Context: an optimization exercise on an open-source flow, tuned for small area and a short achievable clock period. The choices shown serve that exercise and are no tape-out recipe. In this exercise RTL edits were held to simulation tests only and were not proved equivalent to the original. Power and IR drop assume default switching activity.

Setup of P:
==> flow/design.v <==
module clock_generator(f_clk,rst,f_adc_clock,f_dac_clock,f_sw,f_sw_rise,t);
input f_clk,rst;
output f_adc_clock,f_dac_clock,f_sw;
output f_sw_rise;
output reg [8:0] t;
wire en = (&t[8:4]) & t[1] & t[0];       
assign f_sw_rise = en;
assign f_sw = en & t[2];                 
assign f_adc_clock = ~t[1] & ~t[0];
assign f_dac_clock = f_adc_clock;
always @(posedge f_clk)
  if (rst) t <= 9'd503;
  else if (en) t <= {8'd0, t[2]};
  else t <= t + 9'd1;
endmodule
module digital_PID_controller(clk,rst,en,init,qt,sel,adc,t,y0,y1);
input clk,rst;
input en;                       
input init;                     
input qt;                       
input sel;                      
input [8:0] adc;                
input [8:0] t;                  
output [11:0] y0,y1;            
reg [8:0] f0;
reg [8:0] fp;                   
reg fs;                         
reg [19:0] acc;                 
reg [13:0] k0;                  
reg kap;                        
reg [11:0] y0r;                 
reg y0e;                        
reg c1, c2, ca, cb, cx, cy, ck1, ck2;
reg fw;                         
wire band = ~f0[8] & (&f0[7:3]) & (|f0[2:0]);    
wire hi = sel & qt;
wire pass = (t[8:5] == 4'd1);
wire [4:0] s = t[4:0];
wire tp0 = (s <= 5'd8) ? fp[4] : fs;                                  
wire tp8 = (s == 5'd0) ? 1'b0 : (s <= 5'd9) ? fp[3] : fs;             
wire tp4 = (s < 5'd5) ? 1'b0 : (s <= 5'd13) ? fp[8] : fs;             
wire tp3 = (s < 5'd6) ? 1'b0 : (s <= 5'd14) ? fp[7] : fs;             
wire tpx = (s <= 5'd11) ? fp[1] : fs;                                 
wire tpy = (s < 5'd12) ? 1'b0 : fp[1];                                
reg f0m;                                                              
always @(*)
  case (s)
    5'd3,  5'd12: f0m = f0[0];
    5'd4,  5'd13: f0m = f0[1];
    5'd5,  5'd14: f0m = f0[2];
    5'd6,  5'd15: f0m = f0[3];
    5'd7,  5'd16: f0m = f0[4];
    5'd8,  5'd17: f0m = f0[5];
    5'd9,  5'd18: f0m = f0[6];
    5'd10, 5'd19: f0m = f0[7];
    default:      f0m = f0[8];
  endcase
wire f0x = (s <= 5'd11) ? f0m : f0[8];
wire f0y = (s < 5'd12) ? 1'b0 : f0m;
wire h1 = tp0 ^ tp8 ^ c1;
wire h1c = (tp0 & tp8) | (c1 & (tp0 ^ tp8));
wire h2 = tp4 ^ tp3 ^ c2;
wire h2c = (tp4 & tp3) | (c2 & (tp4 ^ tp3));
wire a0 = acc[0] & ~fw;
wire sa = a0 ^ h1 ^ ca;
wire sac = (a0 & h1) | (ca & (a0 ^ h1));
wire ab = sa ^ h2 ^ cb;                                               
wire abc = (sa & h2) | (cb & (sa ^ h2));
wire x = f0x ^ ~tpx ^ cx;
wire xc = (f0x & ~tpx) | (cx & (f0x ^ ~tpx));
wire y = f0y ^ ~tpy ^ cy;
wire yc = (f0y & ~tpy) | (cy & (f0y ^ ~tpy));
wire dy = (s < 5'd12) ? 1'b0 : y;                                     
wire nx = (s < 5'd3) ? 1'b1 : ~x;                                     
wire ak = (s <= 5'd17) ? ab : acc[19];
wire sk = ak ^ dy ^ ck1;
wire skc = (ak & dy) | (ck1 & (ak ^ dy));
wire kb = sk ^ nx ^ ck2;
wire kbc = (sk & nx) | (ck2 & (sk ^ nx));
always @(posedge clk) begin
  c1 <= pass & h1c;
  c2 <= pass & h2c;
  ca <= pass & sac;
  cb <= pass & abc;
  cx <= ~(pass & (s >= 5'd3)) | xc;
  cy <= ~(pass & (s >= 5'd12)) | yc;
  ck1 <= pass & (s >= 5'd2) & skc;
  ck2 <= ~(pass & (s >= 5'd2)) | kbc;
  k0 <= {(pass & (s >= 5'd7) & (s <= 5'd20)) ? kb : k0[0], k0[13:1]};
  if (pass & (s == 5'd3)) kap <= kb;
  if (pass & ((s == 5'd4) | (s == 5'd5))) kap <= kap & kb;
  if (pass & (s == 5'd6)) kap <= kap | kb;
end
wire [8:0] na = ~adc;
wire w = ~na[8] & (na[7:0] >= 8'd186);
wire hn = hi & ~init;
wire [13:0] kbase = init ? (sel ? 14'd0 : 14'd2203) : {k0[1:0], k0[13:2]};
wire [13:0] kc0 = w ? 14'd350 - 14'd1280 - 14'd2560 : 14'd350 - 14'd1280;
reg [13:0] kc1;
always @(*)
  case ({band, kap, w})
    3'b000: kc1 = 14'd350 - 14'd1280 + 14'd223;
    3'b001: kc1 = 14'd350 - 14'd1280 + 14'd223 - 14'd2560;
    3'b010: kc1 = 14'd350 - 14'd1280 + 14'd224;
    3'b011: kc1 = 14'd350 - 14'd1280 + 14'd224 - 14'd2560;
    3'b100: kc1 = 14'd350 - 14'd1280 + 14'd255;
    3'b101: kc1 = 14'd350 - 14'd1280 + 14'd255 - 14'd2560;
    3'b110: kc1 = 14'd350 - 14'd1280 + 14'd256;
    default: kc1 = 14'd350 - 14'd1280 + 14'd256 - 14'd2560;
  endcase
wire [13:0] kc = hn ? kc1 : kc0;
wire [13:0] o2 = {3'b000, adc[8], na[7:0], 2'b00};
wire [13:0] o3 = {5'b00000, adc[8], na[7:0]};
wire [13:0] p1 = kbase ^ o2 ^ o3;
wire [13:0] g1 = {(kbase[12:0] & o2[12:0]) | (kbase[12:0] & o3[12:0]) | (o2[12:0] & o3[12:0]), 1'b0};
wire [13:0] p2 = p1 ^ g1 ^ kc;
wire [13:0] g2 = {(p1[12:0] & g1[12:0]) | (p1[12:0] & kc[12:0]) | (g1[12:0] & kc[12:0]), 1'b0};
wire [13:0] y0n = p2 + g2;
wire [8:0] fe = init ? (sel ? 9'd0 : 9'b100100010) : hi ? f0 + 9'd7 : f0;
always @(posedge clk) begin
  if (en) begin
    y0r <= y0n[13:2];
    y0e <= y0n[1] | y0n[0];
    f0 <= 9'd69 - adc;
  end
  fp <= en ? fe : {fp[0], fp[8:1]};
  if (en) fs <= ~init & fe[8];
end
always @(posedge clk)
  if (rst) fw <= 1'b1;
  else if (en & ~init) fw <= 1'b0;
always @(posedge clk)
  acc <= {(pass & (s <= 5'd17)) ? ab : (pass & (s <= 5'd19) & s[4]) ? acc[19] : acc[0], acc[19:1]};
wire [11:0] d0 = y0r;
wire [11:0] ad = {band, band, 1'b0, band, band, 3'b000, 1'b1, 2'b00, y0e};
wire [12:0] rc;
assign rc[0] = 1'b0;
genvar i;
generate for (i = 0; i < 12; i = i + 1) begin : r1
  assign rc[i+1] = (d0[i] & ad[i]) | (rc[i] & (d0[i] ^ ad[i]));
end endgenerate
assign y0 = d0;
assign y1 = d0 ^ ad ^ rc[11:0];
endmodule
module DPWM_dead_time_circuit(clk,rst,sel,y0,y1,Q_H,Q_L);
input clk,rst,sel;
input [11:0] y0,y1;
output Q_H,Q_L;
reg q_pwm;
reg [5:0] shift;
reg [11:0] counter;
function le12;
  input [11:0] a, b;
  reg c;
  integer k;
  begin
    c = 1'b1;
    for (k = 0; k < 11; k = k + 1)
      c = (b[k] & ~a[k]) | (b[k] & c) | (~a[k] & c);
    le12 = (~b[11] & a[11]) | (~b[11] & c) | (a[11] & c);
  end
endfunction
wire low = counter[11] | (counter[10:1] == 10'd0);    
wire on = low | (sel ? le12(counter, y1) : le12(counter, y0));
wire wrap = (counter == 12'd499) & ~on;
always @(posedge clk)
  if (rst) begin
    q_pwm <= 1'b0;
    counter <= 12'd0;
    shift <= 6'd0;
  end else begin
    q_pwm <= on;
    counter <= wrap ? 12'd0 : counter + 12'd1;
    shift <= {shift[4:0], q_pwm};
  end
assign Q_H = q_pwm & shift[5];
assign Q_L = ~(q_pwm | shift[5]);
endmodule
module PID_CONTROLLER(clk,rst,clk_adc,clk_dac,pwm_high,pwm_low,adc_data,dac_data,Q_load,Q_L_R_tran);
input clk,rst,Q_L_R_tran;
output clk_adc,clk_dac,pwm_high,pwm_low,Q_load;
input signed [9:0] adc_data;
output [11:0] dac_data;
wire en, init;
wire [8:0] t;
reg [6:0] s;                    
wire q_tran = s[6];             
wire [11:0] y0, y1;
clock_generator u1(.f_clk(clk),.rst(rst),.f_adc_clock(clk_adc),.f_dac_clock(clk_dac),.f_sw(init),.f_sw_rise(en),.t(t));
always @(posedge clk)
  if (rst) s <= 7'd12;
  else if (en) s <= (s == 7'd112) ? 7'd12 : s + 7'd1;
digital_PID_controller u2(.clk(clk),.rst(rst),.en(en),.init(init),.qt(q_tran),.sel(Q_L_R_tran),
  .adc(adc_data[9:1]),.t(t),.y0(y0),.y1(y1));
DPWM_dead_time_circuit u6(.clk(clk),.rst(rst),.sel(Q_L_R_tran & q_tran),.y0(y0),.y1(y1),.Q_H(pwm_high),.Q_L(pwm_low));
assign Q_load = ~Q_L_R_tran & q_tran;
assign dac_data = 12'b0;
endmodule
==> flow/config.mk <==
export PLATFORM = sky130hd
export DESIGN_NAME = PID_CONTROLLER
export DESIGN_NICKNAME = PID_CONTROLLER
export VERILOG_FILES = /design/flow/design.v
export SDC_FILE = /design/flow/constraint.sdc
export NUM_CORES = 4
export LEC_CHECK = 0
export CAP_MARGIN = 20
export CORE_MARGIN = 2
export CORE_UTILIZATION = 60
export CTS_BUF_LIST = sky130_fd_sc_hd__clkbuf_8
export SLEW_MARGIN = 20
==> flow/constraint.sdc <==
create_clock -name core_clock -period 10.0 [get_ports {clk}]
set_input_delay 2.0000 -clock core_clock [delete_from_list [all_inputs] [get_ports {clk}]]
set_output_delay 2.0000 -clock core_clock [all_outputs]
set_load 0.01 [all_outputs]
standard.sh (not shown) runs the stock make flow with config.mk's settings and CLKGATE_MAP_FILE= SYNTH_SCRIPT=/design/flow/synth_recipe.tcl, a recipe that flattens the netlist after the stock synthesis.
==> flow/flow/run.sh <==
#!/bin/bash
set -euo pipefail
export SETUP_SLACK_MARGIN=5.5
bash standard.sh > standard.log 2>&1
The following lists how Q was set up differently from P:
- CORE_UTILIZATION changed from 60 to 40
- PLACE_DENSITY newly set to 0.6
Notes after the runs:
- Q went all the way through synthesis, placement and routing and the layout is clean on timing, DRC and antenna.
- Q contains fewer vias than P.
- Across both runs, critical path depth was higher for Q than for P.
- The setup slack of Q is larger than that of P.
- According to the power report, total power for Q is lower than for P.
- Any difference in number of I/O port buffers between P and Q is small enough to ignore.
For R, these inputs were changed with respect to Q:
- a deleted PLACE_DENSITY that had been 0.6
==> flow/flow/run.sh <==
#!/bin/bash
set -euo pipefail
export SETUP_SLACK_MARGIN=5.4
bash standard.sh > standard.log 2>&1
--- outcome ---
R vs Q on sequential share of layout area: R is the higher one. Diff Q -> R: detailed-routed wire length on met3 did not really move; met1 track demand over resource shows a reduction of 0.31 points; clock power up about 2%; placed cell area about even. Comparing power for Q and R, the smaller number came from R.
Changes in S relative to R:
- CTS_BUF_LIST: sky130_fd_sc_hd__clkbuf_8 -> unset
==> flow/flow/run.sh <==
#!/bin/bash
set -euo pipefail
export SETUP_SLACK_MARGIN=5.5
bash standard.sh > standard.log 2>&1
Results
[compare] base=R new=S: power density over cell area now sits higher; final period utilization went up; post-route non-filler standard cell count grew by 4.
Relative to S, the following input files were edited for T:
- CTS_BUF_LIST now sky130_fd_sc_hd__clkbuf_8, previously not set
==> flow/flow/run.sh <==
#!/bin/bash
set -euo pipefail
export SETUP_SLACK_MARGIN=5.65
bash standard.sh > standard.log 2>&1
==> summary.txt <==
Higher part of the power in the clock network was reported by S, not T. T against S: fraction of area in registers essentially unchanged, clock network latency to the later pin of the worst-skew pair grew by 40 ps, parity-gate share of the synthesized area counting xor and xnor cells shows no meaningful change.

re-timing with driven ports:
In the flow no input, the clock included, has a driving cell. The finished layouts below were timed again as built, in two steps. Step 1 assumes that a clkbuf_16 drives the clock port and a buf_2 every other input. Step 2 also shifts input and output timing later by t, the mid clock arrival at the registers, as if the neighbouring blocks saw the same clock. Three values: no drivers, after step 1, after step 2; two values: the first two.
| run | t, ns | setup slack, ns | hold WS [ns] | worst setup path at the end | worst data-port slew with drivers (ns) |
|---|---|---|---|---|---|
| P | 0.426 | 5.478 / 5.476 / 5.050 | 0.340 / 0.340 / 0.340 | input to register | 0.04 |
| Q | 0.427 | 5.524 / 5.487 / 5.113 | 0.338 / 0.338 / 0.338 | input to register | 0.06 |
| R | 0.427 | 5.481 / 5.453 / 5.057 | 0.334 / 0.334 / 0.334 | input to register | 0.04 |
| S | 0.393 | 5.454 / 5.433 / 5.040 | 0.331 / 0.331 / 0.331 | input to register | 0.06 |
| T | 0.427 | 5.474 / 5.470 / 5.042 | 0.336 / 0.336 / 0.336 | input to register | 0.06 |
After both steps every run listed still meets setup and hold. The setup slack of T, which loses most, moves by -0.004 ns with the drivers and by -0.432 ns with both steps.
